What follows belongs to an exercise in optimizing a design on an open flow for small area, a short achievable clock period and few clock cycles per item; a production flow would make more cautious choices.
Only simulation tests tie the RTL to the original design; equivalence was not proved.

==> flow/design.v (outline; a module is shown in full before it is edited, if it fits) <==
// module sigmoid_unit: 593 lines
// module pfxi_row_h3_r11_11_11: 45 lines
// module pfxi_row_h3_r12_12_12: 51 lines
// module pfxi_row_h3_r13_13_13: 53 lines
// module pfxi_row_h3_r14_14_14: 57 lines
// module pfxi_row_h3_r15_15_15: 61 lines
// module pfxi_row_bk_r15_16_16: 67 lines
// module pfxi_row_bk_r16_16_16: 67 lines
// module pfxi_row_bk_r16_17_16: 69 lines
module sigmoid_unit (
    input  wire               clk,
    input  wire               rst,
    input  wire               in_valid,
    input  wire signed [15:0] net_in,
    output wire               out_valid,
    output wire signed [31:0] f_net,
    output wire signed [31:0] x,
    output wire signed [31:0] y,
    output wire signed [31:0] z
);
  // ...
==> flow/flow/run.sh <==
#!/bin/bash
set -euo pipefail
export BUFFER_PORTS_ARGS="-buffer_cell sky130_fd_sc_hd__buf_1"
# one tie cell drives all constant outputs
export SKIP_REPAIR_TIE_FANOUT=1
# stronger flip-flops where one drives several output buffers
export POST_GLOBAL_PLACE_TCL=$PWD/flow/upsize_out_ff.tcl UPSIZE_FF4_MIN=4 UPSIZE_FF2_MIN=2
bash standard.sh > standard.log 2>&1
==> flow/flow/upsize_out_ff.tcl <==
# Give the flip-flops that drive several output-port buffers (the copies of
# the sign bits, and the z bits that also drive f_net) a stronger drive.
set block [ord::get_db_block]
set n_up 0
foreach inst [$block getInsts] {
  if {[[$inst getMaster] getName] ne "sky130_fd_sc_hd__dfxtp_1"} { continue }
  set q [$inst findITerm Q]
  set net [$q getNet]
  if {$net eq "NULL"} { continue }
  set nout 0
  foreach it [$net getITerms] {
    if {[string match "output*" [[$it getInst] getName]]} { incr nout }
  }
  if {$nout >= $::env(UPSIZE_FF4_MIN)} {
    replace_cell [$inst getName] sky130_fd_sc_hd__dfxtp_4
    incr n_up
  } elseif {$nout >= $::env(UPSIZE_FF2_MIN)} {
    replace_cell [$inst getName] sky130_fd_sc_hd__dfxtp_2
    incr n_up
  }
}
puts "upsize_out_ff: resized $n_up flip-flops"
==> flow/standard.sh <==
#!/bin/bash
# synth_recipe.tcl (not shown) runs the flow's synth.tcl, then flattens the netlist and writes it again
# the make line also repeats each setting of config.mk as NAME=value (left out here)
make -C /OpenROAD-flow-scripts/flow DESIGN_CONFIG=/design/flow/config.mk WORK_HOME=/design/flow/orfs CLKGATE_MAP_FILE= SYNTH_SCRIPT=/design/flow/synth_recipe.tcl "${@:-finish}"
==> flow/config.mk <==
export PLATFORM = sky130hd
export DESIGN_NAME = sigmoid_unit
export DESIGN_NICKNAME = sigmoid_unit
export VERILOG_FILES = /design/flow/design.v
export SDC_FILE = /design/flow/constraint.sdc
export NUM_CORES = 4
export LEC_CHECK = 0
export ABC_AREA = 1
export CAP_MARGIN = 20
export CORE_MARGIN = 2
export CORE_UTILIZATION = 40
export SLEW_MARGIN = 20
==> flow/constraint.sdc <==
create_clock -name core_clock -period 62.0 [get_ports {clk}]
set_input_delay 12.4000 -clock core_clock [delete_from_list [all_inputs] [get_ports {clk}]]
set_output_delay 12.4000 -clock core_clock [all_outputs]
set_load 0.01 [all_outputs]
==> impl_metrics.tcl, run 1 <==
set metrics [dict create \
    min-delay-path-class "register to register" \
    r2r_path_start "net_q[15]" \
    seq_share 0.184 \
    routedWlPerCell_um 13.0 \
    crit_path_max_fanout 6 \
    io_pins 148 \
    chip_width_um 169 \
    outcome "complete, no violations" \
    main_combinational_cell_family_by_area_after_synthesis "adder cells" \
    synth_compound_gate_area_share 0.109 \
    timing.setup.tns_ns 0 \
    clock_buffers_created_by_tritoncts 9 \
    floorplan.initialDensity 0.407 \
    period_share 0.214 \
    final-max-slew-violation-count 0 \
    worst_ep_arrival_time_ns 0.88 \
    finClkSkew_ns 0.0160 \
    place.detailed.hpwl_um 18600 \
    largest_register_ffs 22 \
    synth-xor-area-share 0.0857 \
    ys_async_sr_fraction 0 \
    rrSetupSlack_ns 49.20 \
    max_stage_delay_ns 0.37 \
    synth-adder-area-share 0.301 \
    global_route.usage.met2 0.307 \
    regToRegEndpoint "t1[13]" \
    use_met1 0.201 \
    slowest_stage "dfxtp_4" \
    post-route-worst-setup-slack_ns 48.72 \
    fp.dieArea_um2 28700 \
    synth_warnings 1 \
    critical_path.endpoint_type "output pin" \
]
Testbench counts, summed over its fixed seeds: cycles 16,024, items 16,000.
==> module sigmoid_unit, before the edit <==
module sigmoid_unit (
    input  wire               clk,
    input  wire               rst,
    input  wire               in_valid,
    input  wire signed [15:0] net_in,
    output wire               out_valid,
    output wire signed [31:0] f_net,
    output wire signed [31:0] x,
    output wire signed [31:0] y,
    output wire signed [31:0] z
);
reg [15:0] net_q;
reg        v0;
always @(posedge clk) begin
    net_q <= net_in;
    v0    <= in_valid & ~rst;
end
wire        s0 = net_q[15];
wire [15:0] d0 = ((net_q ^ {16{s0}}) + {15'd0, s0} + 16'd1000);
wire [10:0] tk9 = ~11'd1953;    
wire [10:0] df9;
wire        ge9;
pfxi_row_h3_r11_11_11 row9 (.t(tk9), .d(d0[10:0]), .hz(~|d0[15:11]), .ge(ge9), .r(df9));
wire [10:0] tr9 = df9;
wire [11:0] tk8 = {tr9, 1'b1};
wire [11:0] df8;
wire        ge8;
pfxi_row_h3_r12_12_12 row8 (.t(tk8), .d(d0[11:0]), .hz(~|d0[15:12]), .ge(ge8), .r(df8));
wire [11:0] tr8 = df8;
wire [12:0] tk7 = {tr8, 1'b1};
wire [12:0] df7;
wire        ge7;
pfxi_row_h3_r13_13_13 row7 (.t(tk7), .d(d0[12:0]), .hz(~|d0[15:13]), .ge(ge7), .r(df7));
wire [12:0] tr7 = df7;
wire [13:0] tk6 = {tr7, 1'b1};
wire [13:0] df6;
wire        ge6;
pfxi_row_h3_r14_14_14 row6 (.t(tk6), .d(d0[13:0]), .hz(~|d0[15:14]), .ge(ge6), .r(df6));
wire [13:0] tr6 = df6;
wire [14:0] tk5 = {tr6, 1'b0};
wire [14:0] df5;
wire        ge5;
pfxi_row_h3_r15_15_15 row5 (.t(tk5), .d(d0[14:0]), .hz(~|d0[15:15]), .ge(ge5), .r(df5));
wire [14:0] tr5 = df5;
reg [15:0] d1;
reg        s1;
reg        v1;
reg [14:0] t1;
reg        q9_1;
reg        q8_1;
reg        q7_1;
reg        q6_1;
reg        q5_1;
always @(posedge clk) begin
    d1 <= d0;
    s1 <= s0;
    v1 <= v0 & ~rst;
    t1 <= tr5;
    q9_1 <= ge9;
    q8_1 <= ge8;
    q7_1 <= ge7;
    q6_1 <= ge6;
    q5_1 <= ge5;
end
wire [15:0] tk4 = {t1, 1'b0};
wire [14:0] df4;
wire        ge4;
pfxi_row_bk_r15_16_16 row4 (.t(tk4), .d(d1[15:0]), .hz(1'b1), .ge(ge4), .r(df4));
wire [14:0] tr4 = df4;
wire [15:0] tk3 = {tr4, 1'b0};
wire [14:0] df3;
wire        ge3;
pfxi_row_bk_r15_16_16 row3 (.t(tk3), .d(d1[15:0]), .hz(1'b1), .ge(ge3), .r(df3));
wire [14:0] tr3 = df3;
wire [15:0] tk2 = {tr3, 1'b0};
wire [14:0] df2;
wire        ge2;
pfxi_row_bk_r15_16_16 row2 (.t(tk2), .d(d1[15:0]), .hz(1'b1), .ge(ge2), .r(df2));
wire [14:0] tr2 = df2;
wire [15:0] tk1 = {tr2, 1'b0};
wire [15:0] df1;
wire        ge1;
pfxi_row_bk_r16_16_16 row1 (.t(tk1), .d(d1[15:0]), .hz(1'b1), .ge(ge1), .r(df1));
wire [15:0] tr1 = df1;
wire [16:0] tk0 = {tr1, 1'b0};
wire [15:0] df0;
wire        ge0;
pfxi_row_bk_r16_17_16 row0 (.t(tk0), .d(d1[15:0]), .hz(1'b1), .ge(ge0), .r(df0));
wire [8:0]  qh = {q9_1, q8_1, q7_1, q6_1, q5_1, ge4, ge3, ge2, ge1};
wire        q0 = ge0;
wire [8:0] v;
wire [9:0] v_p, v_g;
assign v_g[0] = 1'b0; assign v_p[0] = 1'b0;
assign v_p[1] = (~qh[0]) ^ (1'b0); assign v_g[1] = (~qh[0]) & (1'b0);
assign v_p[2] = (~qh[1]) ^ (1'b0); assign v_g[2] = (~qh[1]) & (1'b0);
assign v_p[3] = (~qh[2]) ^ (1'b1); assign v_g[3] = (~qh[2]) & (1'b1);
assign v_p[4] = (~qh[3]) ^ (1'b0); assign v_g[4] = (~qh[3]) & (1'b0);
assign v_p[5] = (~qh[4]) ^ (1'b1); assign v_g[5] = (~qh[4]) & (1'b1);
assign v_p[6] = (~qh[5]) ^ (1'b1); assign v_g[6] = (~qh[5]) & (1'b1);
assign v_p[7] = (~qh[6]) ^ (1'b1); assign v_g[7] = (~qh[6]) & (1'b1);
assign v_p[8] = (~qh[7]) ^ (1'b1); assign v_g[8] = (~qh[7]) & (1'b1);
assign v_p[9] = (~qh[8]) ^ (1'b1); assign v_g[9] = (~qh[8]) & (1'b1);
wire v_g0_1 = v_g[1] | (v_p[1] & v_g[0]);
wire v_p0_1 = v_p[1] & v_p[0];
wire v_g0_3 = v_g[3] | (v_p[3] & v_g[2]);
wire v_p0_3 = v_p[3] & v_p[2];
wire v_g0_5 = v_g[5] | (v_p[5] & v_g[4]);
wire v_p0_5 = v_p[5] & v_p[4];
wire v_g0_7 = v_g[7] | (v_p[7] & v_g[6]);
wire v_p0_7 = v_p[7] & v_p[6];
wire v_g0_9 = v_g[9] | (v_p[9] & v_g[8]);
wire v_p0_9 = v_p[9] & v_p[8];
wire v_g1_2 = v_g[2] | (v_p[2] & v_g0_1);
wire v_p1_2 = v_p[2] & v_p0_1;
wire v_g1_3 = v_g0_3 | (v_p0_3 & v_g0_1);
wire v_p1_3 = v_p0_3 & v_p0_1;
wire v_g1_6 = v_g[6] | (v_p[6] & v_g0_5);
wire v_p1_6 = v_p[6] & v_p0_5;
wire v_g1_7 = v_g0_7 | (v_p0_7 & v_g0_5);
wire v_p1_7 = v_p0_7 & v_p0_5;
wire v_g2_4 = v_g[4] | (v_p[4] & v_g1_3);
wire v_p2_4 = v_p[4] & v_p1_3;
wire v_g2_5 = v_g0_5 | (v_p0_5 & v_g1_3);
wire v_p2_5 = v_p0_5 & v_p1_3;
wire v_g2_6 = v_g1_6 | (v_p1_6 & v_g1_3);
wire v_p2_6 = v_p1_6 & v_p1_3;
wire v_g2_7 = v_g1_7 | (v_p1_7 & v_g1_3);
wire v_p2_7 = v_p1_7 & v_p1_3;
wire v_g3_8 = v_g[8] | (v_p[8] & v_g2_7);
wire v_p3_8 = v_p[8] & v_p2_7;
wire v_g3_9 = v_g0_9 | (v_p0_9 & v_g2_7);
wire v_p3_9 = v_p0_9 & v_p2_7;
assign v[0] = v_p[1] ^ v_g[0];
assign v[1] = v_p[2] ^ v_g0_1;
assign v[2] = v_p[3] ^ v_g1_2;
assign v[3] = v_p[4] ^ v_g1_3;
assign v[4] = v_p[5] ^ v_g2_4;
assign v[5] = v_p[6] ^ v_g2_5;
assign v[6] = v_p[7] ^ v_g2_6;
assign v[7] = v_p[8] ^ v_g2_7;
assign v[8] = v_p[9] ^ v_g3_8;
wire [9:0] nv;
wire [10:0] nv_p, nv_g;
assign nv_g[0] = 1'b0; assign nv_p[0] = 1'b0;
assign nv_p[1] = (qh[0]) ^ (1'b1); assign nv_g[1] = (qh[0]) & (1'b1);
assign nv_p[2] = (qh[1]) ^ (1'b0); assign nv_g[2] = (qh[1]) & (1'b0);
assign nv_p[3] = (qh[2]) ^ (1'b1); assign nv_g[3] = (qh[2]) & (1'b1);
assign nv_p[4] = (qh[3]) ^ (1'b1); assign nv_g[4] = (qh[3]) & (1'b1);
assign nv_p[5] = (qh[4]) ^ (1'b0); assign nv_g[5] = (qh[4]) & (1'b0);
assign nv_p[6] = (qh[5]) ^ (1'b0); assign nv_g[6] = (qh[5]) & (1'b0);
assign nv_p[7] = (qh[6]) ^ (1'b0); assign nv_g[7] = (qh[6]) & (1'b0);
assign nv_p[8] = (qh[7]) ^ (1'b0); assign nv_g[8] = (qh[7]) & (1'b0);
assign nv_p[9] = (qh[8]) ^ (1'b0); assign nv_g[9] = (qh[8]) & (1'b0);
assign nv_p[10] = (1'b0) ^ (1'b1); assign nv_g[10] = (1'b0) & (1'b1);
wire nv_g0_1 = nv_g[1] | (nv_p[1] & nv_g[0]);
wire nv_p0_1 = nv_p[1] & nv_p[0];
wire nv_g0_3 = nv_g[3] | (nv_p[3] & nv_g[2]);
wire nv_p0_3 = nv_p[3] & nv_p[2];
wire nv_g0_5 = nv_g[5] | (nv_p[5] & nv_g[4]);
wire nv_p0_5 = nv_p[5] & nv_p[4];
wire nv_g0_7 = nv_g[7] | (nv_p[7] & nv_g[6]);
wire nv_p0_7 = nv_p[7] & nv_p[6];
wire nv_g0_9 = nv_g[9] | (nv_p[9] & nv_g[8]);
wire nv_p0_9 = nv_p[9] & nv_p[8];
wire nv_g1_2 = nv_g[2] | (nv_p[2] & nv_g0_1);
wire nv_p1_2 = nv_p[2] & nv_p0_1;
wire nv_g1_3 = nv_g0_3 | (nv_p0_3 & nv_g0_1);
wire nv_p1_3 = nv_p0_3 & nv_p0_1;
wire nv_g1_6 = nv_g[6] | (nv_p[6] & nv_g0_5);
wire nv_p1_6 = nv_p[6] & nv_p0_5;
wire nv_g1_7 = nv_g0_7 | (nv_p0_7 & nv_g0_5);
wire nv_p1_7 = nv_p0_7 & nv_p0_5;
wire nv_g1_10 = nv_g[10] | (nv_p[10] & nv_g0_9);
wire nv_p1_10 = nv_p[10] & nv_p0_9;
wire nv_g2_4 = nv_g[4] | (nv_p[4] & nv_g1_3);
wire nv_p2_4 = nv_p[4] & nv_p1_3;
wire nv_g2_5 = nv_g0_5 | (nv_p0_5 & nv_g1_3);
wire nv_p2_5 = nv_p0_5 & nv_p1_3;
wire nv_g2_6 = nv_g1_6 | (nv_p1_6 & nv_g1_3);
wire nv_p2_6 = nv_p1_6 & nv_p1_3;
wire nv_g2_7 = nv_g1_7 | (nv_p1_7 & nv_g1_3);
wire nv_p2_7 = nv_p1_7 & nv_p1_3;
wire nv_g3_8 = nv_g[8] | (nv_p[8] & nv_g2_7);
wire nv_p3_8 = nv_p[8] & nv_p2_7;
wire nv_g3_9 = nv_g0_9 | (nv_p0_9 & nv_g2_7);
wire nv_p3_9 = nv_p0_9 & nv_p2_7;
wire nv_g3_10 = nv_g1_10 | (nv_p1_10 & nv_g2_7);
wire nv_p3_10 = nv_p1_10 & nv_p2_7;
assign nv[0] = nv_p[1] ^ nv_g[0];
assign nv[1] = nv_p[2] ^ nv_g0_1;
assign nv[2] = nv_p[3] ^ nv_g1_2;
assign nv[3] = nv_p[4] ^ nv_g1_3;
assign nv[4] = nv_p[5] ^ nv_g2_4;
assign nv[5] = nv_p[6] ^ nv_g2_5;
assign nv[6] = nv_p[7] ^ nv_g2_6;
assign nv[7] = nv_p[8] ^ nv_g2_7;
assign nv[8] = nv_p[9] ^ nv_g3_8;
assign nv[9] = nv_p[10] ^ nv_g3_9;
wire [9:0] zp;
wire [10:0] zp_p, zp_g;
assign zp_g[0] = 1'b0; assign zp_p[0] = 1'b0;
assign zp_p[1] = (~qh[0]) ^ (1'b0); assign zp_g[1] = (~qh[0]) & (1'b0);
assign zp_p[2] = (~qh[1]) ^ (1'b0); assign zp_g[2] = (~qh[1]) & (1'b0);
assign zp_p[3] = (~qh[2]) ^ (1'b0); assign zp_g[3] = (~qh[2]) & (1'b0);
assign zp_p[4] = (~qh[3]) ^ (1'b1); assign zp_g[4] = (~qh[3]) & (1'b1);
assign zp_p[5] = (~qh[4]) ^ (1'b0); assign zp_g[5] = (~qh[4]) & (1'b0);
assign zp_p[6] = (~qh[5]) ^ (1'b1); assign zp_g[6] = (~qh[5]) & (1'b1);
assign zp_p[7] = (~qh[6]) ^ (1'b1); assign zp_g[7] = (~qh[6]) & (1'b1);
assign zp_p[8] = (~qh[7]) ^ (1'b1); assign zp_g[8] = (~qh[7]) & (1'b1);
assign zp_p[9] = (~qh[8]) ^ (1'b1); assign zp_g[9] = (~qh[8]) & (1'b1);
assign zp_p[10] = (1'b1) ^ (1'b1); assign zp_g[10] = (1'b1) & (1'b1);
wire zp_g0_1 = zp_g[1] | (zp_p[1] & zp_g[0]);
wire zp_p0_1 = zp_p[1] & zp_p[0];
wire zp_g0_3 = zp_g[3] | (zp_p[3] & zp_g[2]);
wire zp_p0_3 = zp_p[3] & zp_p[2];
wire zp_g0_5 = zp_g[5] | (zp_p[5] & zp_g[4]);
wire zp_p0_5 = zp_p[5] & zp_p[4];
wire zp_g0_7 = zp_g[7] | (zp_p[7] & zp_g[6]);
wire zp_p0_7 = zp_p[7] & zp_p[6];
wire zp_g0_9 = zp_g[9] | (zp_p[9] & zp_g[8]);
wire zp_p0_9 = zp_p[9] & zp_p[8];
wire zp_g1_2 = zp_g[2] | (zp_p[2] & zp_g0_1);
wire zp_p1_2 = zp_p[2] & zp_p0_1;
wire zp_g1_3 = zp_g0_3 | (zp_p0_3 & zp_g0_1);
wire zp_p1_3 = zp_p0_3 & zp_p0_1;
wire zp_g1_6 = zp_g[6] | (zp_p[6] & zp_g0_5);
wire zp_p1_6 = zp_p[6] & zp_p0_5;
wire zp_g1_7 = zp_g0_7 | (zp_p0_7 & zp_g0_5);
wire zp_p1_7 = zp_p0_7 & zp_p0_5;
wire zp_g1_10 = zp_g[10] | (zp_p[10] & zp_g0_9);
wire zp_p1_10 = zp_p[10] & zp_p0_9;
wire zp_g2_4 = zp_g[4] | (zp_p[4] & zp_g1_3);
wire zp_p2_4 = zp_p[4] & zp_p1_3;
wire zp_g2_5 = zp_g0_5 | (zp_p0_5 & zp_g1_3);
wire zp_p2_5 = zp_p0_5 & zp_p1_3;
wire zp_g2_6 = zp_g1_6 | (zp_p1_6 & zp_g1_3);
wire zp_p2_6 = zp_p1_6 & zp_p1_3;
wire zp_g2_7 = zp_g1_7 | (zp_p1_7 & zp_g1_3);
wire zp_p2_7 = zp_p1_7 & zp_p1_3;
wire zp_g3_8 = zp_g[8] | (zp_p[8] & zp_g2_7);
wire zp_p3_8 = zp_p[8] & zp_p2_7;
wire zp_g3_9 = zp_g0_9 | (zp_p0_9 & zp_g2_7);
wire zp_p3_9 = zp_p0_9 & zp_p2_7;
wire zp_g3_10 = zp_g1_10 | (zp_p1_10 & zp_g2_7);
wire zp_p3_10 = zp_p1_10 & zp_p2_7;
assign zp[0] = zp_p[1] ^ zp_g[0];
assign zp[1] = zp_p[2] ^ zp_g0_1;
assign zp[2] = zp_p[3] ^ zp_g1_2;
assign zp[3] = zp_p[4] ^ zp_g1_3;
assign zp[4] = zp_p[5] ^ zp_g2_4;
assign zp[5] = zp_p[6] ^ zp_g2_5;
assign zp[6] = zp_p[7] ^ zp_g2_6;
assign zp[7] = zp_p[8] ^ zp_g2_7;
assign zp[8] = zp_p[9] ^ zp_g3_8;
assign zp[9] = zp_p[10] ^ zp_g3_9;
wire [9:0] qh1;
wire [10:0] qh1_p, qh1_g;
assign qh1_g[0] = 1'b1; assign qh1_p[0] = 1'b0;
assign qh1_p[1] = (qh[0]) ^ (1'b0); assign qh1_g[1] = (qh[0]) & (1'b0);
assign qh1_p[2] = (qh[1]) ^ (1'b0); assign qh1_g[2] = (qh[1]) & (1'b0);
assign qh1_p[3] = (qh[2]) ^ (1'b0); assign qh1_g[3] = (qh[2]) & (1'b0);
assign qh1_p[4] = (qh[3]) ^ (1'b0); assign qh1_g[4] = (qh[3]) & (1'b0);
assign qh1_p[5] = (qh[4]) ^ (1'b0); assign qh1_g[5] = (qh[4]) & (1'b0);
assign qh1_p[6] = (qh[5]) ^ (1'b0); assign qh1_g[6] = (qh[5]) & (1'b0);
assign qh1_p[7] = (qh[6]) ^ (1'b0); assign qh1_g[7] = (qh[6]) & (1'b0);
assign qh1_p[8] = (qh[7]) ^ (1'b0); assign qh1_g[8] = (qh[7]) & (1'b0);
assign qh1_p[9] = (qh[8]) ^ (1'b0); assign qh1_g[9] = (qh[8]) & (1'b0);
assign qh1_p[10] = (1'b0) ^ (1'b0); assign qh1_g[10] = (1'b0) & (1'b0);
wire qh1_g0_1 = qh1_g[1] | (qh1_p[1] & qh1_g[0]);
wire qh1_p0_1 = qh1_p[1] & qh1_p[0];
wire qh1_g0_3 = qh1_g[3] | (qh1_p[3] & qh1_g[2]);
wire qh1_p0_3 = qh1_p[3] & qh1_p[2];
wire qh1_g0_5 = qh1_g[5] | (qh1_p[5] & qh1_g[4]);
wire qh1_p0_5 = qh1_p[5] & qh1_p[4];
wire qh1_g0_7 = qh1_g[7] | (qh1_p[7] & qh1_g[6]);
wire qh1_p0_7 = qh1_p[7] & qh1_p[6];
wire qh1_g0_9 = qh1_g[9] | (qh1_p[9] & qh1_g[8]);
wire qh1_p0_9 = qh1_p[9] & qh1_p[8];
wire qh1_g1_2 = qh1_g[2] | (qh1_p[2] & qh1_g0_1);
wire qh1_p1_2 = qh1_p[2] & qh1_p0_1;
wire qh1_g1_3 = qh1_g0_3 | (qh1_p0_3 & qh1_g0_1);
wire qh1_p1_3 = qh1_p0_3 & qh1_p0_1;
wire qh1_g1_6 = qh1_g[6] | (qh1_p[6] & qh1_g0_5);
wire qh1_p1_6 = qh1_p[6] & qh1_p0_5;
wire qh1_g1_7 = qh1_g0_7 | (qh1_p0_7 & qh1_g0_5);
wire qh1_p1_7 = qh1_p0_7 & qh1_p0_5;
wire qh1_g1_10 = qh1_g[10] | (qh1_p[10] & qh1_g0_9);
wire qh1_p1_10 = qh1_p[10] & qh1_p0_9;
wire qh1_g2_4 = qh1_g[4] | (qh1_p[4] & qh1_g1_3);
wire qh1_p2_4 = qh1_p[4] & qh1_p1_3;
wire qh1_g2_5 = qh1_g0_5 | (qh1_p0_5 & qh1_g1_3);
wire qh1_p2_5 = qh1_p0_5 & qh1_p1_3;
wire qh1_g2_6 = qh1_g1_6 | (qh1_p1_6 & qh1_g1_3);
wire qh1_p2_6 = qh1_p1_6 & qh1_p1_3;
wire qh1_g2_7 = qh1_g1_7 | (qh1_p1_7 & qh1_g1_3);
wire qh1_p2_7 = qh1_p1_7 & qh1_p1_3;
wire qh1_g3_8 = qh1_g[8] | (qh1_p[8] & qh1_g2_7);
wire qh1_p3_8 = qh1_p[8] & qh1_p2_7;
wire qh1_g3_9 = qh1_g0_9 | (qh1_p0_9 & qh1_g2_7);
wire qh1_p3_9 = qh1_p0_9 & qh1_p2_7;
wire qh1_g3_10 = qh1_g1_10 | (qh1_p1_10 & qh1_g2_7);
wire qh1_p3_10 = qh1_p1_10 & qh1_p2_7;
assign qh1[0] = qh1_p[1] ^ qh1_g[0];
assign qh1[1] = qh1_p[2] ^ qh1_g0_1;
assign qh1[2] = qh1_p[3] ^ qh1_g1_2;
assign qh1[3] = qh1_p[4] ^ qh1_g1_3;
assign qh1[4] = qh1_p[5] ^ qh1_g2_4;
assign qh1[5] = qh1_p[6] ^ qh1_g2_5;
assign qh1[6] = qh1_p[7] ^ qh1_g2_6;
assign qh1[7] = qh1_p[8] ^ qh1_g2_7;
assign qh1[8] = qh1_p[9] ^ qh1_g3_8;
assign qh1[9] = qh1_p[10] ^ qh1_g3_9;
wire [9:0]  yv  = s1 ? (q0 ? {nv[8:0], 1'b0} : {~v, 1'b1}) : {v, ~q0};
wire [9:0]  zv  = s1 ? (q0 ? qh1 : {1'b0, qh}) : zp;
wire        yneg0 = s1 & (d1 >= 16'd1002);
wire        yneg1 = s1 & (d1 != 16'd1001);
wire        yneg2 = s1 & ((|d1[15:10]) | (d1[9:0] >= 10'd1002));
wire        yneg3 = s1 & (d1[15:1] != 15'd500);
wire [15:0] nn;
wire [16:0] nn_p, nn_g;
assign nn_g[0] = 1'b0; assign nn_p[0] = 1'b0;
assign nn_p[1] = (d1[0] ^ s1) ^ (s1); assign nn_g[1] = (d1[0] ^ s1) & (s1);
assign nn_p[2] = (d1[1] ^ s1) ^ (1'b0); assign nn_g[2] = (d1[1] ^ s1) & (1'b0);
assign nn_p[3] = (d1[2] ^ s1) ^ (1'b0); assign nn_g[3] = (d1[2] ^ s1) & (1'b0);
assign nn_p[4] = (d1[3] ^ s1) ^ (1'b1); assign nn_g[4] = (d1[3] ^ s1) & (1'b1);
assign nn_p[5] = (d1[4] ^ s1) ^ (~s1); assign nn_g[5] = (d1[4] ^ s1) & (~s1);
assign nn_p[6] = (d1[5] ^ s1) ^ (s1); assign nn_g[6] = (d1[5] ^ s1) & (s1);
assign nn_p[7] = (d1[6] ^ s1) ^ (s1); assign nn_g[7] = (d1[6] ^ s1) & (s1);
assign nn_p[8] = (d1[7] ^ s1) ^ (s1); assign nn_g[8] = (d1[7] ^ s1) & (s1);
assign nn_p[9] = (d1[8] ^ s1) ^ (s1); assign nn_g[9] = (d1[8] ^ s1) & (s1);
assign nn_p[10] = (d1[9] ^ s1) ^ (s1); assign nn_g[10] = (d1[9] ^ s1) & (s1);
assign nn_p[11] = (d1[10] ^ s1) ^ (~s1); assign nn_g[11] = (d1[10] ^ s1) & (~s1);
assign nn_p[12] = (d1[11] ^ s1) ^ (~s1); assign nn_g[12] = (d1[11] ^ s1) & (~s1);
assign nn_p[13] = (d1[12] ^ s1) ^ (~s1); assign nn_g[13] = (d1[12] ^ s1) & (~s1);
assign nn_p[14] = (d1[13] ^ s1) ^ (~s1); assign nn_g[14] = (d1[13] ^ s1) & (~s1);
assign nn_p[15] = (d1[14] ^ s1) ^ (~s1); assign nn_g[15] = (d1[14] ^ s1) & (~s1);
assign nn_p[16] = (d1[15] ^ s1) ^ (~s1); assign nn_g[16] = (d1[15] ^ s1) & (~s1);
wire nn_g0_1 = nn_g[1] | (nn_p[1] & nn_g[0]);
wire nn_p0_1 = nn_p[1] & nn_p[0];
wire nn_g1_2 = nn_g[2] | (nn_p[2] & nn_g0_1);
wire nn_p1_2 = nn_p[2] & nn_p0_1;
wire nn_g2_3 = nn_g[3] | (nn_p[3] & nn_g1_2);
wire nn_p2_3 = nn_p[3] & nn_p1_2;
wire nn_g3_4 = nn_g[4] | (nn_p[4] & nn_g2_3);
wire nn_p3_4 = nn_p[4] & nn_p2_3;
wire nn_g4_5 = nn_g[5] | (nn_p[5] & nn_g3_4);
wire nn_p4_5 = nn_p[5] & nn_p3_4;
wire nn_g5_6 = nn_g[6] | (nn_p[6] & nn_g4_5);
wire nn_p5_6 = nn_p[6] & nn_p4_5;
wire nn_g6_7 = nn_g[7] | (nn_p[7] & nn_g5_6);
wire nn_p6_7 = nn_p[7] & nn_p5_6;
wire nn_g7_8 = nn_g[8] | (nn_p[8] & nn_g6_7);
wire nn_p7_8 = nn_p[8] & nn_p6_7;
wire nn_g8_9 = nn_g[9] | (nn_p[9] & nn_g7_8);
wire nn_p8_9 = nn_p[9] & nn_p7_8;
wire nn_g9_10 = nn_g[10] | (nn_p[10] & nn_g8_9);
wire nn_p9_10 = nn_p[10] & nn_p8_9;
wire nn_g10_11 = nn_g[11] | (nn_p[11] & nn_g9_10);
wire nn_p10_11 = nn_p[11] & nn_p9_10;
wire nn_g11_12 = nn_g[12] | (nn_p[12] & nn_g10_11);
wire nn_p11_12 = nn_p[12] & nn_p10_11;
wire nn_g12_13 = nn_g[13] | (nn_p[13] & nn_g11_12);
wire nn_p12_13 = nn_p[13] & nn_p11_12;
wire nn_g13_14 = nn_g[14] | (nn_p[14] & nn_g12_13);
wire nn_p13_14 = nn_p[14] & nn_p12_13;
wire nn_g14_15 = nn_g[15] | (nn_p[15] & nn_g13_14);
wire nn_p14_15 = nn_p[15] & nn_p13_14;
wire nn_g15_16 = nn_g[16] | (nn_p[16] & nn_g14_15);
wire nn_p15_16 = nn_p[16] & nn_p14_15;
assign nn[0] = nn_p[1] ^ nn_g[0];
assign nn[1] = nn_p[2] ^ nn_g0_1;
assign nn[2] = nn_p[3] ^ nn_g1_2;
assign nn[3] = nn_p[4] ^ nn_g2_3;
assign nn[4] = nn_p[5] ^ nn_g3_4;
assign nn[5] = nn_p[6] ^ nn_g4_5;
assign nn[6] = nn_p[7] ^ nn_g5_6;
assign nn[7] = nn_p[8] ^ nn_g6_7;
assign nn[8] = nn_p[9] ^ nn_g7_8;
assign nn[9] = nn_p[10] ^ nn_g8_9;
assign nn[10] = nn_p[11] ^ nn_g9_10;
assign nn[11] = nn_p[12] ^ nn_g10_11;
assign nn[12] = nn_p[13] ^ nn_g11_12;
assign nn[13] = nn_p[14] ^ nn_g12_13;
assign nn[14] = nn_p[15] ^ nn_g13_14;
assign nn[15] = nn_p[16] ^ nn_g14_15;
wire [21:0] n22  = {{6{s1}}, nn};
wire [21:0] x1;
wire [22:0] x1_p, x1_g;
assign x1_g[0] = 1'b0; assign x1_p[0] = 1'b0;
assign x1_p[1] = (n22[0]) ^ (1'b0); assign x1_g[1] = (n22[0]) & (1'b0);
assign x1_p[2] = (n22[1]) ^ (1'b0); assign x1_g[2] = (n22[1]) & (1'b0);
assign x1_p[3] = (n22[2]) ^ (1'b0); assign x1_g[3] = (n22[2]) & (1'b0);
assign x1_p[4] = (n22[3]) ^ (1'b0); assign x1_g[4] = (n22[3]) & (1'b0);
assign x1_p[5] = (n22[4]) ^ (1'b0); assign x1_g[5] = (n22[4]) & (1'b0);
assign x1_p[6] = (n22[5]) ^ (1'b0); assign x1_g[6] = (n22[5]) & (1'b0);
assign x1_p[7] = (n22[6]) ^ (1'b0); assign x1_g[7] = (n22[6]) & (1'b0);
assign x1_p[8] = (n22[7]) ^ (n22[0]); assign x1_g[8] = (n22[7]) & (n22[0]);
assign x1_p[9] = (n22[8]) ^ (n22[1]); assign x1_g[9] = (n22[8]) & (n22[1]);
assign x1_p[10] = (n22[9]) ^ (n22[2]); assign x1_g[10] = (n22[9]) & (n22[2]);
assign x1_p[11] = (n22[10]) ^ (n22[3]); assign x1_g[11] = (n22[10]) & (n22[3]);
assign x1_p[12] = (n22[11]) ^ (n22[4]); assign x1_g[12] = (n22[11]) & (n22[4]);
assign x1_p[13] = (n22[12]) ^ (n22[5]); assign x1_g[13] = (n22[12]) & (n22[5]);
assign x1_p[14] = (n22[13]) ^ (n22[6]); assign x1_g[14] = (n22[13]) & (n22[6]);
assign x1_p[15] = (n22[14]) ^ (n22[7]); assign x1_g[15] = (n22[14]) & (n22[7]);
assign x1_p[16] = (n22[15]) ^ (n22[8]); assign x1_g[16] = (n22[15]) & (n22[8]);
assign x1_p[17] = (n22[16]) ^ (n22[9]); assign x1_g[17] = (n22[16]) & (n22[9]);
assign x1_p[18] = (n22[17]) ^ (n22[10]); assign x1_g[18] = (n22[17]) & (n22[10]);
assign x1_p[19] = (n22[18]) ^ (n22[11]); assign x1_g[19] = (n22[18]) & (n22[11]);
assign x1_p[20] = (n22[19]) ^ (n22[12]); assign x1_g[20] = (n22[19]) & (n22[12]);
assign x1_p[21] = (n22[20]) ^ (n22[13]); assign x1_g[21] = (n22[20]) & (n22[13]);
assign x1_p[22] = (n22[21]) ^ (n22[14]); assign x1_g[22] = (n22[21]) & (n22[14]);
wire x1_g0_1 = x1_g[1] | (x1_p[1] & x1_g[0]);
wire x1_p0_1 = x1_p[1] & x1_p[0];
wire x1_g1_2 = x1_g[2] | (x1_p[2] & x1_g0_1);
wire x1_p1_2 = x1_p[2] & x1_p0_1;
wire x1_g2_3 = x1_g[3] | (x1_p[3] & x1_g1_2);
wire x1_p2_3 = x1_p[3] & x1_p1_2;
wire x1_g3_4 = x1_g[4] | (x1_p[4] & x1_g2_3);
wire x1_p3_4 = x1_p[4] & x1_p2_3;
wire x1_g4_5 = x1_g[5] | (x1_p[5] & x1_g3_4);
wire x1_p4_5 = x1_p[5] & x1_p3_4;
wire x1_g5_6 = x1_g[6] | (x1_p[6] & x1_g4_5);
wire x1_p5_6 = x1_p[6] & x1_p4_5;
wire x1_g6_7 = x1_g[7] | (x1_p[7] & x1_g5_6);
wire x1_p6_7 = x1_p[7] & x1_p5_6;
wire x1_g7_8 = x1_g[8] | (x1_p[8] & x1_g6_7);
wire x1_p7_8 = x1_p[8] & x1_p6_7;
wire x1_g8_9 = x1_g[9] | (x1_p[9] & x1_g7_8);
wire x1_p8_9 = x1_p[9] & x1_p7_8;
wire x1_g9_10 = x1_g[10] | (x1_p[10] & x1_g8_9);
wire x1_p9_10 = x1_p[10] & x1_p8_9;
wire x1_g10_11 = x1_g[11] | (x1_p[11] & x1_g9_10);
wire x1_p10_11 = x1_p[11] & x1_p9_10;
wire x1_g11_12 = x1_g[12] | (x1_p[12] & x1_g10_11);
wire x1_p11_12 = x1_p[12] & x1_p10_11;
wire x1_g12_13 = x1_g[13] | (x1_p[13] & x1_g11_12);
wire x1_p12_13 = x1_p[13] & x1_p11_12;
wire x1_g13_14 = x1_g[14] | (x1_p[14] & x1_g12_13);
wire x1_p13_14 = x1_p[14] & x1_p12_13;
wire x1_g14_15 = x1_g[15] | (x1_p[15] & x1_g13_14);
wire x1_p14_15 = x1_p[15] & x1_p13_14;
wire x1_g15_16 = x1_g[16] | (x1_p[16] & x1_g14_15);
wire x1_p15_16 = x1_p[16] & x1_p14_15;
wire x1_g16_17 = x1_g[17] | (x1_p[17] & x1_g15_16);
wire x1_p16_17 = x1_p[17] & x1_p15_16;
wire x1_g17_18 = x1_g[18] | (x1_p[18] & x1_g16_17);
wire x1_p17_18 = x1_p[18] & x1_p16_17;
wire x1_g18_19 = x1_g[19] | (x1_p[19] & x1_g17_18);
wire x1_p18_19 = x1_p[19] & x1_p17_18;
wire x1_g19_20 = x1_g[20] | (x1_p[20] & x1_g18_19);
wire x1_p19_20 = x1_p[20] & x1_p18_19;
wire x1_g20_21 = x1_g[21] | (x1_p[21] & x1_g19_20);
wire x1_p20_21 = x1_p[21] & x1_p19_20;
wire x1_g21_22 = x1_g[22] | (x1_p[22] & x1_g20_21);
wire x1_p21_22 = x1_p[22] & x1_p20_21;
assign x1[0] = x1_p[1] ^ x1_g[0];
assign x1[1] = x1_p[2] ^ x1_g0_1;
assign x1[2] = x1_p[3] ^ x1_g1_2;
assign x1[3] = x1_p[4] ^ x1_g2_3;
assign x1[4] = x1_p[5] ^ x1_g3_4;
assign x1[5] = x1_p[6] ^ x1_g4_5;
assign x1[6] = x1_p[7] ^ x1_g5_6;
assign x1[7] = x1_p[8] ^ x1_g6_7;
assign x1[8] = x1_p[9] ^ x1_g7_8;
assign x1[9] = x1_p[10] ^ x1_g8_9;
assign x1[10] = x1_p[11] ^ x1_g9_10;
assign x1[11] = x1_p[12] ^ x1_g10_11;
assign x1[12] = x1_p[13] ^ x1_g11_12;
assign x1[13] = x1_p[14] ^ x1_g12_13;
assign x1[14] = x1_p[15] ^ x1_g13_14;
assign x1[15] = x1_p[16] ^ x1_g14_15;
assign x1[16] = x1_p[17] ^ x1_g15_16;
assign x1[17] = x1_p[18] ^ x1_g16_17;
assign x1[18] = x1_p[19] ^ x1_g17_18;
assign x1[19] = x1_p[20] ^ x1_g18_19;
assign x1[20] = x1_p[21] ^ x1_g19_20;
assign x1[21] = x1_p[22] ^ x1_g20_21;
wire [21:0] xx;
wire [22:0] xx_p, xx_g;
assign xx_g[0] = 1'b1; assign xx_p[0] = 1'b0;
assign xx_p[1] = (x1[0]) ^ (1'b1); assign xx_g[1] = (x1[0]) & (1'b1);
assign xx_p[2] = (x1[1]) ^ (1'b1); assign xx_g[2] = (x1[1]) & (1'b1);
assign xx_p[3] = (x1[2]) ^ (~n22[0]); assign xx_g[3] = (x1[2]) & (~n22[0]);
assign xx_p[4] = (x1[3]) ^ (~n22[1]); assign xx_g[4] = (x1[3]) & (~n22[1]);
assign xx_p[5] = (x1[4]) ^ (~n22[2]); assign xx_g[5] = (x1[4]) & (~n22[2]);
assign xx_p[6] = (x1[5]) ^ (~n22[3]); assign xx_g[6] = (x1[5]) & (~n22[3]);
assign xx_p[7] = (x1[6]) ^ (~n22[4]); assign xx_g[7] = (x1[6]) & (~n22[4]);
assign xx_p[8] = (x1[7]) ^ (~n22[5]); assign xx_g[8] = (x1[7]) & (~n22[5]);
assign xx_p[9] = (x1[8]) ^ (~n22[6]); assign xx_g[9] = (x1[8]) & (~n22[6]);
assign xx_p[10] = (x1[9]) ^ (~n22[7]); assign xx_g[10] = (x1[9]) & (~n22[7]);
assign xx_p[11] = (x1[10]) ^ (~n22[8]); assign xx_g[11] = (x1[10]) & (~n22[8]);
assign xx_p[12] = (x1[11]) ^ (~n22[9]); assign xx_g[12] = (x1[11]) & (~n22[9]);
assign xx_p[13] = (x1[12]) ^ (~n22[10]); assign xx_g[13] = (x1[12]) & (~n22[10]);
assign xx_p[14] = (x1[13]) ^ (~n22[11]); assign xx_g[14] = (x1[13]) & (~n22[11]);
assign xx_p[15] = (x1[14]) ^ (~n22[12]); assign xx_g[15] = (x1[14]) & (~n22[12]);
assign xx_p[16] = (x1[15]) ^ (~n22[13]); assign xx_g[16] = (x1[15]) & (~n22[13]);
assign xx_p[17] = (x1[16]) ^ (~n22[14]); assign xx_g[17] = (x1[16]) & (~n22[14]);
assign xx_p[18] = (x1[17]) ^ (~n22[15]); assign xx_g[18] = (x1[17]) & (~n22[15]);
assign xx_p[19] = (x1[18]) ^ (~n22[16]); assign xx_g[19] = (x1[18]) & (~n22[16]);
assign xx_p[20] = (x1[19]) ^ (~n22[17]); assign xx_g[20] = (x1[19]) & (~n22[17]);
assign xx_p[21] = (x1[20]) ^ (~n22[18]); assign xx_g[21] = (x1[20]) & (~n22[18]);
assign xx_p[22] = (x1[21]) ^ (~n22[19]); assign xx_g[22] = (x1[21]) & (~n22[19]);
wire xx_g0_1 = xx_g[1] | (xx_p[1] & xx_g[0]);
wire xx_p0_1 = xx_p[1] & xx_p[0];
wire xx_g1_2 = xx_g[2] | (xx_p[2] & xx_g0_1);
wire xx_p1_2 = xx_p[2] & xx_p0_1;
wire xx_g2_3 = xx_g[3] | (xx_p[3] & xx_g1_2);
wire xx_p2_3 = xx_p[3] & xx_p1_2;
wire xx_g3_4 = xx_g[4] | (xx_p[4] & xx_g2_3);
wire xx_p3_4 = xx_p[4] & xx_p2_3;
wire xx_g4_5 = xx_g[5] | (xx_p[5] & xx_g3_4);
wire xx_p4_5 = xx_p[5] & xx_p3_4;
wire xx_g5_6 = xx_g[6] | (xx_p[6] & xx_g4_5);
wire xx_p5_6 = xx_p[6] & xx_p4_5;
wire xx_g6_7 = xx_g[7] | (xx_p[7] & xx_g5_6);
wire xx_p6_7 = xx_p[7] & xx_p5_6;
wire xx_g7_8 = xx_g[8] | (xx_p[8] & xx_g6_7);
wire xx_p7_8 = xx_p[8] & xx_p6_7;
wire xx_g8_9 = xx_g[9] | (xx_p[9] & xx_g7_8);
wire xx_p8_9 = xx_p[9] & xx_p7_8;
wire xx_g9_10 = xx_g[10] | (xx_p[10] & xx_g8_9);
wire xx_p9_10 = xx_p[10] & xx_p8_9;
wire xx_g10_11 = xx_g[11] | (xx_p[11] & xx_g9_10);
wire xx_p10_11 = xx_p[11] & xx_p9_10;
wire xx_g11_12 = xx_g[12] | (xx_p[12] & xx_g10_11);
wire xx_p11_12 = xx_p[12] & xx_p10_11;
wire xx_g12_13 = xx_g[13] | (xx_p[13] & xx_g11_12);
wire xx_p12_13 = xx_p[13] & xx_p11_12;
wire xx_g13_14 = xx_g[14] | (xx_p[14] & xx_g12_13);
wire xx_p13_14 = xx_p[14] & xx_p12_13;
wire xx_g14_15 = xx_g[15] | (xx_p[15] & xx_g13_14);
wire xx_p14_15 = xx_p[15] & xx_p13_14;
wire xx_g15_16 = xx_g[16] | (xx_p[16] & xx_g14_15);
wire xx_p15_16 = xx_p[16] & xx_p14_15;
wire xx_g16_17 = xx_g[17] | (xx_p[17] & xx_g15_16);
wire xx_p16_17 = xx_p[17] & xx_p15_16;
wire xx_g17_18 = xx_g[18] | (xx_p[18] & xx_g16_17);
wire xx_p17_18 = xx_p[18] & xx_p16_17;
wire xx_g18_19 = xx_g[19] | (xx_p[19] & xx_g17_18);
wire xx_p18_19 = xx_p[19] & xx_p17_18;
wire xx_g19_20 = xx_g[20] | (xx_p[20] & xx_g18_19);
wire xx_p19_20 = xx_p[20] & xx_p18_19;
wire xx_g20_21 = xx_g[21] | (xx_p[21] & xx_g19_20);
wire xx_p20_21 = xx_p[21] & xx_p19_20;
wire xx_g21_22 = xx_g[22] | (xx_p[22] & xx_g20_21);
wire xx_p21_22 = xx_p[22] & xx_p20_21;
assign xx[0] = xx_p[1] ^ xx_g[0];
assign xx[1] = xx_p[2] ^ xx_g0_1;
assign xx[2] = xx_p[3] ^ xx_g1_2;
assign xx[3] = xx_p[4] ^ xx_g2_3;
assign xx[4] = xx_p[5] ^ xx_g3_4;
assign xx[5] = xx_p[6] ^ xx_g4_5;
assign xx[6] = xx_p[7] ^ xx_g5_6;
assign xx[7] = xx_p[8] ^ xx_g6_7;
assign xx[8] = xx_p[9] ^ xx_g7_8;
assign xx[9] = xx_p[10] ^ xx_g8_9;
assign xx[10] = xx_p[11] ^ xx_g9_10;
assign xx[11] = xx_p[12] ^ xx_g10_11;
assign xx[12] = xx_p[13] ^ xx_g11_12;
assign xx[13] = xx_p[14] ^ xx_g12_13;
assign xx[14] = xx_p[15] ^ xx_g13_14;
assign xx[15] = xx_p[16] ^ xx_g14_15;
assign xx[16] = xx_p[17] ^ xx_g15_16;
assign xx[17] = xx_p[18] ^ xx_g16_17;
assign xx[18] = xx_p[19] ^ xx_g17_18;
assign xx[19] = xx_p[20] ^ xx_g18_19;
assign xx[20] = xx_p[21] ^ xx_g19_20;
assign xx[21] = xx_p[22] ^ xx_g20_21;
reg        vo;
reg [2:0] xs;
reg [3:0] ys;
reg [21:0] xr;
reg [9:0]  yr;
reg [9:0]  zr;
always @(posedge clk) begin
    vo <= v1 & ~rst;
    xs[0] <= s1;
    xs[1] <= s1 & (d1 != 16'd1000);
    xs[2] <= nn[15];
    ys[0] <= yneg0;
    ys[1] <= yneg1;
    ys[2] <= yneg2;
    ys[3] <= yneg3;
    xr <= xx;
    yr <= yv;
    zr <= zv;
end
assign out_valid = vo;
assign x     = {xs[0], xs[0], xs[0], xs[1], xs[1], xs[2], xs[2], xr, 3'b000};
assign y     = {ys[0], ys[0], ys[0], ys[0], ys[0], ys[0], ys[1], ys[1], ys[1], ys[1], ys[1], ys[2], ys[2], ys[2], ys[2], ys[2], ys[2], ys[3], ys[3], ys[3], ys[3], ys[3], yr};
assign z     = {21'd0, zr, yr[0]};
assign f_net = {22'd0, zr};
endmodule
==> inputs of run 2 (changes only) <==
--- a/flow/design.v
+++ b/flow/design.v
@@ -569,3 +569,3 @@
 reg        vo;
-reg [2:0] xs;
+reg [1:0] xs;
 reg [3:0] ys;
@@ -578,3 +578,2 @@
     xs[1] <= s1 & (d1 != 16'd1000);
-    xs[2] <= nn[15];
     ys[0] <= yneg0;
@@ -588,3 +587,3 @@
 assign out_valid = vo;
-assign x     = {xs[0], xs[0], xs[0], xs[1], xs[1], xs[2], xs[2], xr, 3'b000};
+assign x     = {xs[0], xs[0], xs[0], xs[0], xs[1], xs[1], xs[1], xr, 3'b000};
 assign y     = {ys[0], ys[0], ys[0], ys[0], ys[0], ys[0], ys[1], ys[1], ys[1], ys[1], ys[1], ys[2], ys[2], ys[2], ys[2], ys[2], ys[2], ys[3], ys[3], ys[3], ys[3], ys[3], yr};
==> impl_metrics.tcl, run 2 <==
set metrics [dict create \
    detailroute.via_count 8382 \
    clkLatencyLatePin_ns 0.36 \
    drt_pass1_iterations 6 \
    yosysTopAreaCell "dfxtp_1" \
    worst_pin_slew_ns 0.858 \
    place.detailed.hpwl_um 18500 \
    grt_antenna_before_repair 0 \
    synth.area.top_cells "dfxtp_1 19%, ha_1 16%, fa_1 14%" \
    synth_largest_type_area_fraction 0.186 \
    synth_warnings 1 \
    ys_top_cells_by_count "302 x nand2_1, 171 x inv_1, 138 x ha_1, 109 x o21ai_0, 102 x dfxtp_1" \
    regToRegEndpoint "t1[13]" \
    fp-row-count 60 \
    outcome "complete, no violations" \
    count_of_mapped_cells_out_of_synthesis 1392 \
    cts_resized 0 \
    timing.max_slew.rel_slack 0.426 \
    critical_path.endpoint_type "output pin" \
    cts_tree "built" \
    floorplan.initialDensity 0.406 \
    io_pins 148 \
    largest_register_ffs 22 \
    library_cell_with_the_highest_instance_count_after_synthesis "nand2_1" \
    clock_tree.buffer_depth 2 \
    grt_setup_unrepaired "no" \
    hold_buffers 0 \
    cts-htree-levels 3 \
    post-route-worst-setup-slack_ns 48.72 \
    final_layout_size_suffix_gt1_frac 0.0646 \
    post_route_hold_slack_ns 0.401 \
    syn-cell-area_um2 11000 \
    finalCriticalPeriod_ns 13.28 \
    path_clk_slew_ns 0.08 \
    cp_cell_instances "buf_1" \
    routedWlPerCell_um 12.4 \
    period_share 0.214 \
    yosysSeqAreaShare 0.186 \
    min-delay-path-class "register to register" \
    max_clock_freq_mhz 75.3 \
    critical_path.n_buffers_inverters 1 \
    crit_path_max_fanout 6 \
    first_global_vias 8245 \
    rrSetupSlack_ns 49.34 \
    grt_overflow 0 \
    drt_drc_violations_left 0 \
    dieHeight_um 169 \
    fp.dieArea_um2 28700 \
    grt_max_degree 47 \
    max_stage_delay_ns 0.37 \
    max_flop_register "xr" \
    synth-seq-cells 102 \
    buffer_type_at_the_clock_tree_root "clkbuf_16" \
    timing.max_cap.violations 0 \
    finalInstanceArea_um2 11400 \
    postSynthAreaPerCell_um2 7.87 \
    final-max-slew-violation-count 0 \
    slowest_stage "dfxtp_4" \
    core_region_area_um2 27000 \
    most-common-layout-cells "302 x nand2_1, 171 x inv_1, 138 x ha_1" \
    synthDistinctLibCells 52 \
    layout.nets 1639 \
    yosys_most_used_dff "dfxtp_1" \
    hold_viol 0 \
    dr.first_iter.drc_count 316 \
    syn_nets 1627 \
    ys_async_sr_fraction 0 \
    grt_pass1_wl_um 37700 \
    most_frequent_standard_cell_in_the_layout_excluding_fill_and_tap_cells "nand2_1" \
    r2r_path_start "net_q[15]" \
    finalSetupViolations 0 \
    areaGrowthSynthToFinish_pct 3.87 \
    timing.setup.tns_ns 0 \
    chip_width_um 169 \
    cts_setup_buffers 0 \
    worst_r2r_path_depth 69 \
    synth_enable_flop_cells 0 \
    post_dp_cell_area_um2 11100 \
    worst_ep_arrival_time_ns 0.88 \
    reg.largest.list "xr: 22 flops, d1: 16 flops, net_q: 16 flops" \
    drt-vias-per-instance 4.79 \
    startpoint "ys[2]" \
    groute.usage.overall 0.160 \
    crit_family "flip-flops" \
    path_depth 1 \
    port_buffers 101 \
    clock_buffers_created_by_tritoncts 9 \
    count_of_antenna_diodes_in_the_layout 0 \
    critPathRequiredTime_ns 49.60 \
    finClkSkew_ns 0.0167 \
    clkSinkCount 102 \
    critPathKind "register to output pin" \
    setup.worst_path.end "y[18]" \
    place_worst_setup_slack_ns 49.10 \
    postRouteWirelength_um 21800 \
    detail-route-antenna-nets 0 \
    critPathLaunchType "register" \
]
-- run 2: changes by cell type after synthesis, moves of 3 or more --
| cell | delta |
|---|---|
| xor2_1 | +4 |
| nand3_1 | +4 |
| inv_1 | +4 |
| nand2_2 | -5 |
| nor2_1 | +8 |
| nand2_4 | -3 |
| nand2_1 | +18 |
| o21ai_0 | +5 |
-- run 2: through the flow --
| step | utilization | std cells |
|---|---|---|
| after CTS | 0.422 | 1750 |
| final | 0.422 | 1750 |
| after detailed placement | 0.412 | 1734 |
| after global routing | 0.422 | 1750 |
| after floorplan | - | 1392 |
| after global placement | 0.410 | 1734 |
-- run 2: logic make-up after synthesis --
group | Yosys count | synth area share
AOI/OAI and AO/OA | 219 | 0.112
and+or+nand+nor | 473 | 0.190
xor gates and xnor gates | 96 | 0.0812
DFF | 102 | 0.186
other | 1 | 0.000342
buffers and inverters | 285 | 0.130
adders and majority gates | 216 | 0.300
-- run 2: area by class of cell --
| cell class | count | area [um2] |
|---|---|---|
| inverter | 178 | 671 |
| clock buffer | 9 | 225 |
| sequential | 102 | 2080 |
| clock inverter | 7 | 57.6 |
| fill | 2748 | 15600 |
| multi-input combinational | 1005 | 7490 |
| tap | 341 | 427 |
| timing repair buffer | 108 | 432 |
-- run 2: metal layers --
metal  GRT usage  share of wire  vias to the layer above
met2       0.302           0.51                      128
met5           0              0                        -
met3      0.0177          0.024                       31
li1            -              -                     4428
met4      0.0565          0.026                        0
met1       0.186           0.44                     3795
-- run 2: worst min-delay path by stage --
stage                    from  endpoint  slack [ns]  cells after the start
floorplan           net_q[15]        s1        0.39                      0
finish                     v0        v1        0.40                      2
global placement           v0        v1        0.39                      2
global route               v0        v1        0.44                      2
detailed placement         v0        v1        0.40                      2
CTS                        v0        v1        0.41                      2
Testbench counts of run 2, summed over its fixed seeds: cycles 16,024, items 16,000.
==> inputs of run 3 (changes only) <==
--- a/flow/config.mk
+++ b/flow/config.mk
@@ -10,3 +10,3 @@
 export CORE_MARGIN = 2
-export CORE_UTILIZATION = 40
+export CORE_UTILIZATION = 50
 export SLEW_MARGIN = 20
==> impl_metrics.tcl, run 3 <==
set metrics [dict create \
    outcome "complete, no violations" \
    reg.largest.list "xr: 22 flops, d1: 16 flops, net_q: 16 flops" \
    finClkSkew_ns 0.0103 \
    final_layout_size_suffix_gt1_frac 0.0633 \
    clkSinkCount 102 \
    crit_family "flip-flops" \
    timing.setup.tns_ns 0 \
    place_inst 1671 \
    dr.first_iter.drc_count 306 \
    clock_buffers_created_by_tritoncts 9 \
    drt-vias-per-instance 5.01 \
    count_of_mapped_cells_out_of_synthesis 1392 \
    grt_setup_unrepaired "no" \
    r2r_path_start "d1[3]" \
    crit_path_max_fanout 6 \
    chip_width_um 152 \
    cts_tree "built" \
    clock_tree.buffer_depth 2 \
    buffer_type_at_the_clock_tree_root "clkbuf_16" \
    cts_resized 0 \
    largest_register_ffs 22 \
    max_stage_delay_ns 0.37 \
    postSynthAreaPerCell_um2 7.87 \
    yosysTopAreaCell "dfxtp_1" \
    grt_antenna_before_repair 0 \
    finalSetupViolations 0 \
    groute.usage.overall 0.201 \
    cts-htree-levels 3 \
    io_pins 148 \
    critical_path.n_buffers_inverters 1 \
    regArea_um2 2080 \
    grt_overflow 0 \
    clkLatencyLatePin_ns 0.37 \
    first_global_vias 7844 \
    port_buffers 101 \
    most_frequent_standard_cell_in_the_layout_excluding_fill_and_tap_cells "nand2_1" \
    drt_drc_violations_left 0 \
    finalCriticalPeriod_ns 13.29 \
    detailroute.via_count 8453 \
    ys_async_sr_fraction 0 \
    layoutNonFillerInstCount 1687 \
    critPathKind "register to output pin" \
    routedWlPerCell_um 13.4 \
    cts_setup_buffers 0 \
    startpoint "ys[0]" \
    multi_input_comb_area_um2 7490 \
    drt_pass1_iterations 5 \
    max_flop_register "xr" \
    final-max-slew-violation-count 0 \
    yosysSeqAreaShare 0.186 \
    yosys_most_used_dff "dfxtp_1" \
    path_clk_slew_ns 0.08 \
    period_share 0.214 \
    grt_pass1_wl_um 38100 \
    most-common-layout-cells "302 x nand2_1, 171 x inv_1, 138 x ha_1" \
    synth.area.top_cells "dfxtp_1 19%, ha_1 16%, fa_1 14%" \
    hold_viol 0 \
    postRouteWirelength_um 22500 \
    grt_max_degree 47 \
    ys_top_cells_by_count "302 x nand2_1, 171 x inv_1, 138 x ha_1, 109 x o21ai_0, 102 x dfxtp_1" \
    min-delay-path-class "register to register" \
    max_clock_freq_mhz 75.3 \
    post_route_hold_slack_ns 0.409 \
    post-route-worst-setup-slack_ns 48.71 \
    dieHeight_um 152 \
    core_region_area_um2 21700 \
    layout.nets 1637 \
    place.detailed.hpwl_um 18500 \
    worst_ep_arrival_time_ns 0.89 \
    hold_buffers 0 \
    cp_cell_instances "buf_1" \
    worst_pin_slew_ns 0.911 \
    synth_largest_type_area_fraction 0.186 \
    fp-row-count 54 \
    timing.max_slew.rel_slack 0.391 \
    areaGrowthSynthToFinish_pct 3.30 \
    synth_enable_flop_cells 0 \
    floorplan.initialDensity 0.505 \
    slowest_stage "dfxtp_4" \
    critPathRequiredTime_ns 49.60 \
    fp.dieArea_um2 23100 \
    utilization 0.522 \
    syn-cell-area_um2 11000 \
    library_cell_with_the_highest_instance_count_after_synthesis "nand2_1" \
    critical_path.endpoint_type "output pin" \
    fillcell_total 2166 \
    hold_path_startpoint "v1" \
    synth_warnings 1 \
    timing.max_cap.violations 0 \
    place_worst_setup_slack_ns 49.10 \
    detail-route-antenna-nets 0 \
    synthDistinctLibCells 52 \
    count_of_antenna_diodes_in_the_layout 0 \
    synth-seq-cells 102 \
    critPathLaunchType "register" \
    syn_nets 1627 \
]
[run 3: cell counts after synthesis]
Identical to the previous run, type by type.
[run 3: logic make-up (layout without fill, tap and decap cells)]
logic type	Yosys count	count (layout)	share of synthesized area
compound gates	219	219	0.112
xor+xnor	96	96	0.0812
fa+ha+maj	216	216	0.300
buf+inv	285	300	0.130
flops	102	102	0.186
other cells	1	1	0.000342
simple gates	473	473	0.190
[run 3: per-layer routing]
metal,track usage,vias up,routed length [um]
li1,-,4429,-
met1,0.272,3877,10900
met2,0.334,114,10400
met3,0.0268,33,663
met4,0.0641,0,526
met5,0,-,0
[run 3: tightest hold or removal path, delay by kind of cell, from the launching register on]
family | cells | cell delay [ns]
flops | 1 | 0.30
simple gates | 1 | 0.03
buf+inv | 1 | 0.04
[run 3: worst paths after layout]
kind,cells after the start,slack [ns],endpoint
max,1,48.71,y[29]
min,2,0.41,vo
max reg2reg,54,49.28,zr[8]
min reg2reg,2,0.41,vo
[run 3: per-stage QoR]
step                      area [um2]
final                          11300
after floorplan                11000
after detailed placement       11000
after CTS                      11300
after global routing           11300
after global placement         11000
[run 3: layout make-up]
type / instances / share of cell area
multi-input cells: 1005 / 0.662
flip-flops and latches: 102 / 0.183
repair buffers: 106 / 0.0368
well taps: 280 / 0.0310
inverters: 178 / 0.0593
clock buffers: 9 / 0.0199
clock inverters: 7 / 0.00763
==> inputs of run 4 (changes only) <==
--- a/flow/design.v
+++ b/flow/design.v
@@ -11,10 +11,13 @@
 );
-reg [15:0] net_q;
+reg [14:0] nx_q;
+reg        s_q;
 reg        v0;
 always @(posedge clk) begin
-    net_q <= net_in;
+    nx_q  <= net_in[14:0] ^ {15{net_in[15]}};
+    s_q   <= net_in[15];
     v0    <= in_valid & ~rst;
 end
-wire        s0 = net_q[15];
-wire [15:0] d0 = ((net_q ^ {16{s0}}) + {15'd0, s0} + 16'd1000);
+wire        s0 = s_q;
+wire [15:0] nx0 = {1'b0, nx_q};
+wire [15:0] d0 = (nx0 + {15'd0, s0} + 16'd1000);
 wire [10:0] tk9 = ~11'd1953;    
--- a/flow/config.mk
+++ b/flow/config.mk
@@ -10,3 +10,3 @@
 export CORE_MARGIN = 2
-export CORE_UTILIZATION = 50
+export CORE_UTILIZATION = 40
 export SLEW_MARGIN = 20
==> impl_metrics.tcl, run 4 <==
set metrics [dict create \
    max_clock_freq_mhz 75.3 \
    floorplan.initialDensity 0.407 \
    main_combinational_cell_family_by_area_after_synthesis "adder cells" \
    finalSetupViolations 0 \
    r2r_path_start "d1[2]" \
    core_region_area_um2 26900 \
    fp.dieArea_um2 28700 \
    dieHeight_um 169 \
    max_stage_delay_ns 0.36 \
    critical_path.n_buffers_inverters 1 \
    synth-seq-cells 102 \
    cts_resized 0 \
    library_cell_with_the_highest_instance_count_after_synthesis "nand2_1" \
    synth.area.top_cells "dfxtp_1 19%, ha_1 16%, fa_1 14%" \
    drt-vias-per-instance 4.82 \
    utilization 0.421 \
    synth_enable_flop_cells 0 \
    groute.usage.overall 0.163 \
    clkSinkCount 102 \
    io_pins 148 \
    detailroute.via_count 8472 \
    crit_family "flip-flops" \
    syn_nets 1639 \
    layout.nets 1646 \
    most-common-layout-cells "320 x nand2_1, 164 x inv_1, 139 x ha_1" \
    finClkSkew_ns 0.0175 \
    count_of_mapped_cells_out_of_synthesis 1403 \
    synth_compound_gate_area_share 0.110 \
    postSynthAreaPerCell_um2 7.79 \
    hold_viol 0 \
    worst_ep_arrival_time_ns 0.88 \
    syn-cell-area_um2 10900 \
    clock_buffers_created_by_tritoncts 9 \
    grt_antenna_before_repair 0 \
    yosysSeqAreaShare 0.187 \
    slowest_stage "dfxtp_2" \
    timing.max_cap.violations 0 \
    yosysTopAreaCell "dfxtp_1" \
    grt_setup_unrepaired "no" \
    path_clk_slew_ns 0.07 \
    timing.setup.tns_ns 0 \
    most_frequent_standard_cell_in_the_layout_excluding_fill_and_tap_cells "nand2_1" \
    clkLatencyLatePin_ns 0.36 \
    outcome "complete, no violations" \
    critPathKind "register to output pin" \
    drt_pass1_iterations 4 \
    worst_pin_slew_ns 1.03 \
    synth-adder-area-share 0.302 \
    chip_width_um 169 \
    hold_path_startpoint "s_q" \
    fillcell_total 2762 \
    largest_register_ffs 22 \
    final-max-slew-violation-count 0 \
    clock_tree.buffer_depth 2 \
    grt_overflow 0 \
    final_layout_size_suffix_gt1_frac 0.0657 \
    count_of_antenna_diodes_in_the_layout 0 \
    startpoint "zr[1]" \
    synthDistinctLibCells 52 \
    areaGrowthSynthToFinish_pct 3.63 \
    synth-xor-area-share 0.0766 \
    first_global_vias 8485 \
    dr.first_iter.drc_count 308 \
    fp-row-count 60 \
    critical_path.endpoint_type "output pin" \
    reg.largest.list "xr: 22 flops, d1: 16 flops" \
    critPathLaunchType "register" \
    routedWlPerCell_um 12.4 \
    cts_tree "built" \
    ys_top_cells_by_count "320 x nand2_1, 164 x inv_1, 139 x ha_1, 102 x dfxtp_1, 82 x buf_4" \
    post_synth_mux_area_share 0.000916 \
    postRouteWirelength_um 21800 \
    synthesized_area_fraction_occupied_by_and_or_nand_nor_cells 0.195 \
    detail-route-antenna-nets 0 \
    place.detailed.hpwl_um 18400 \
    drt_drc_violations_left 0 \
    crit_path_max_fanout 3 \
    synth_warnings 1 \
    grt_max_degree 47 \
    min-delay-path-class "register to register" \
    buffer_type_at_the_clock_tree_root "clkbuf_16" \
    grt_pass1_wl_um 38400 \
    port_buffers 101 \
    max_flop_register "xr" \
    finalCriticalPeriod_ns 13.28 \
    timing.max_slew.rel_slack 0.311 \
    cp_cell_instances "buf_1" \
    period_share 0.214 \
    hold_buffers 0 \
    cts_setup_buffers 0 \
    rrSetupSlack_ns 49.25 \
    synth_largest_type_area_fraction 0.187 \
    critPathRequiredTime_ns 49.60 \
    yosys_most_used_dff "dfxtp_1" \
    ys_async_sr_fraction 0 \
    cts-htree-levels 3 \
]
run 4: cell types whose count changed after synthesis, sizes merged, moves of 4 or more:
cell / before / now
nand2: 320 / 339
xnor2: 50 / 32
xor2: 46 / 61
o21ai: 119 / 111
or2: 4 / 9
a21oi: 55 / 59
run 4: cells by family (layout without fill, tap and decap cells):
logic type / count (synthesis) / count (layout)
other cells: 1 / 1
xor+xnor: 94 / 94
simple gates: 496 / 496
compound gates: 211 / 211
fa+ha+maj: 217 / 217
flops: 102 / 102
mux: 1 / 1
buf+inv: 281 / 293
run 4: layer usage:
layer | part of all wire | global-route usage | up-vias
met3 | 0.024 | 0.0205 | 22
met5 | 0 | 0 | -
li1 | - | - | 4445
met1 | 0.45 | 0.190 | 3901
met2 | 0.51 | 0.309 | 104
met4 | 0.017 | 0.0446 | 0
run 4: area by class of cell:
cell class                 count  area (um2)  share of cell area
clock inverter                 5        41.3             0.00365
timing repair buffer         105         409              0.0361
inverter                     172         646              0.0570
clock buffer                  11         243              0.0214
tap                          341         427              0.0377
sequential                   102        2080               0.183
multi-input combinational   1020        7480               0.661
run 4: worst paths after layout:
check                           endpoint  depth (start not counted)
worst max-delay path            f_net[1]                          1
worst min-delay path                  s1                          0
worst max register to register     yr[7]                         54
worst min register to register        s1                          0
run 4: through the flow:
stage | std cells | setup WS (ns) | area, um2 | hold WS, ns
2_1_floorplan | 1403 | 48.64 | 10900 | 0.337
3_5_place_dp | 1740 | 48.51 | 11000 | 0.354
3_3_place_gp | 1740 | 48.54 | 11000 | 0.341
6_report | 1756 | 48.72 | 11300 | 0.367
5_1_grt | 1756 | 47.62 | 11300 | 0.380
4_1_cts | 1756 | 48.69 | 11300 | 0.372
run 4: worst reg2reg max path: cells and delay by family (launching register included):
| kind | cells | cell delay [ns] |
|---|---|---|
| AOI/OAI and AO/OA | 16 | 4.58 |
| DFF | 1 | 0.64 |
| adders and majority gates | 6 | 1.92 |
| buffers and inverters | 8 | 2.06 |
| and+or+nand+nor | 24 | 3.48 |
Testbench counts of run 4, summed over its fixed seeds: cycles 16,024, items 16,000.

-- port drivers added, routing unchanged --
The results above use ideal ports. As a check the final layouts listed here were re-extracted and re-timed, cells and wires unchanged.
Step 1 sets driving cells, clkbuf_16 on the clock port and buf_2 on the other inputs (assumed; they add their load-dependent delay and slew).
Step 2 also shifts input and output timing later by t, the mid clock arrival at the registers, as if the neighbouring blocks saw the same clock.
Three values: ideal ports, drivers, drivers and shift; two values: the first two.
| run | shift t [ns] | slack for setup (ns) | hold WS [ns] | worst setup path at the end |
|---|---|---|---|---|
| run 1 | 0.404 | 48.716 / 48.669 / 49.073 | 0.406 / 0.406 / 0.406 | register to output |
| run 2 | 0.394 | 48.719 / 48.678 / 49.071 | 0.401 / 0.401 / 0.401 | register to output |
| run 3 | 0.407 | 48.711 / 48.665 / 49.072 | 0.409 / 0.409 / 0.409 | register to output |
| run 4 | 0.398 | 48.723 / 48.678 / 48.531 | 0.367 / 0.367 / 0.367 | input to register |
After both steps setup and hold are still met in every run listed. The setup slack of run 4, which loses most, moves by -0.045 ns with the drivers and by -0.192 ns with both steps.
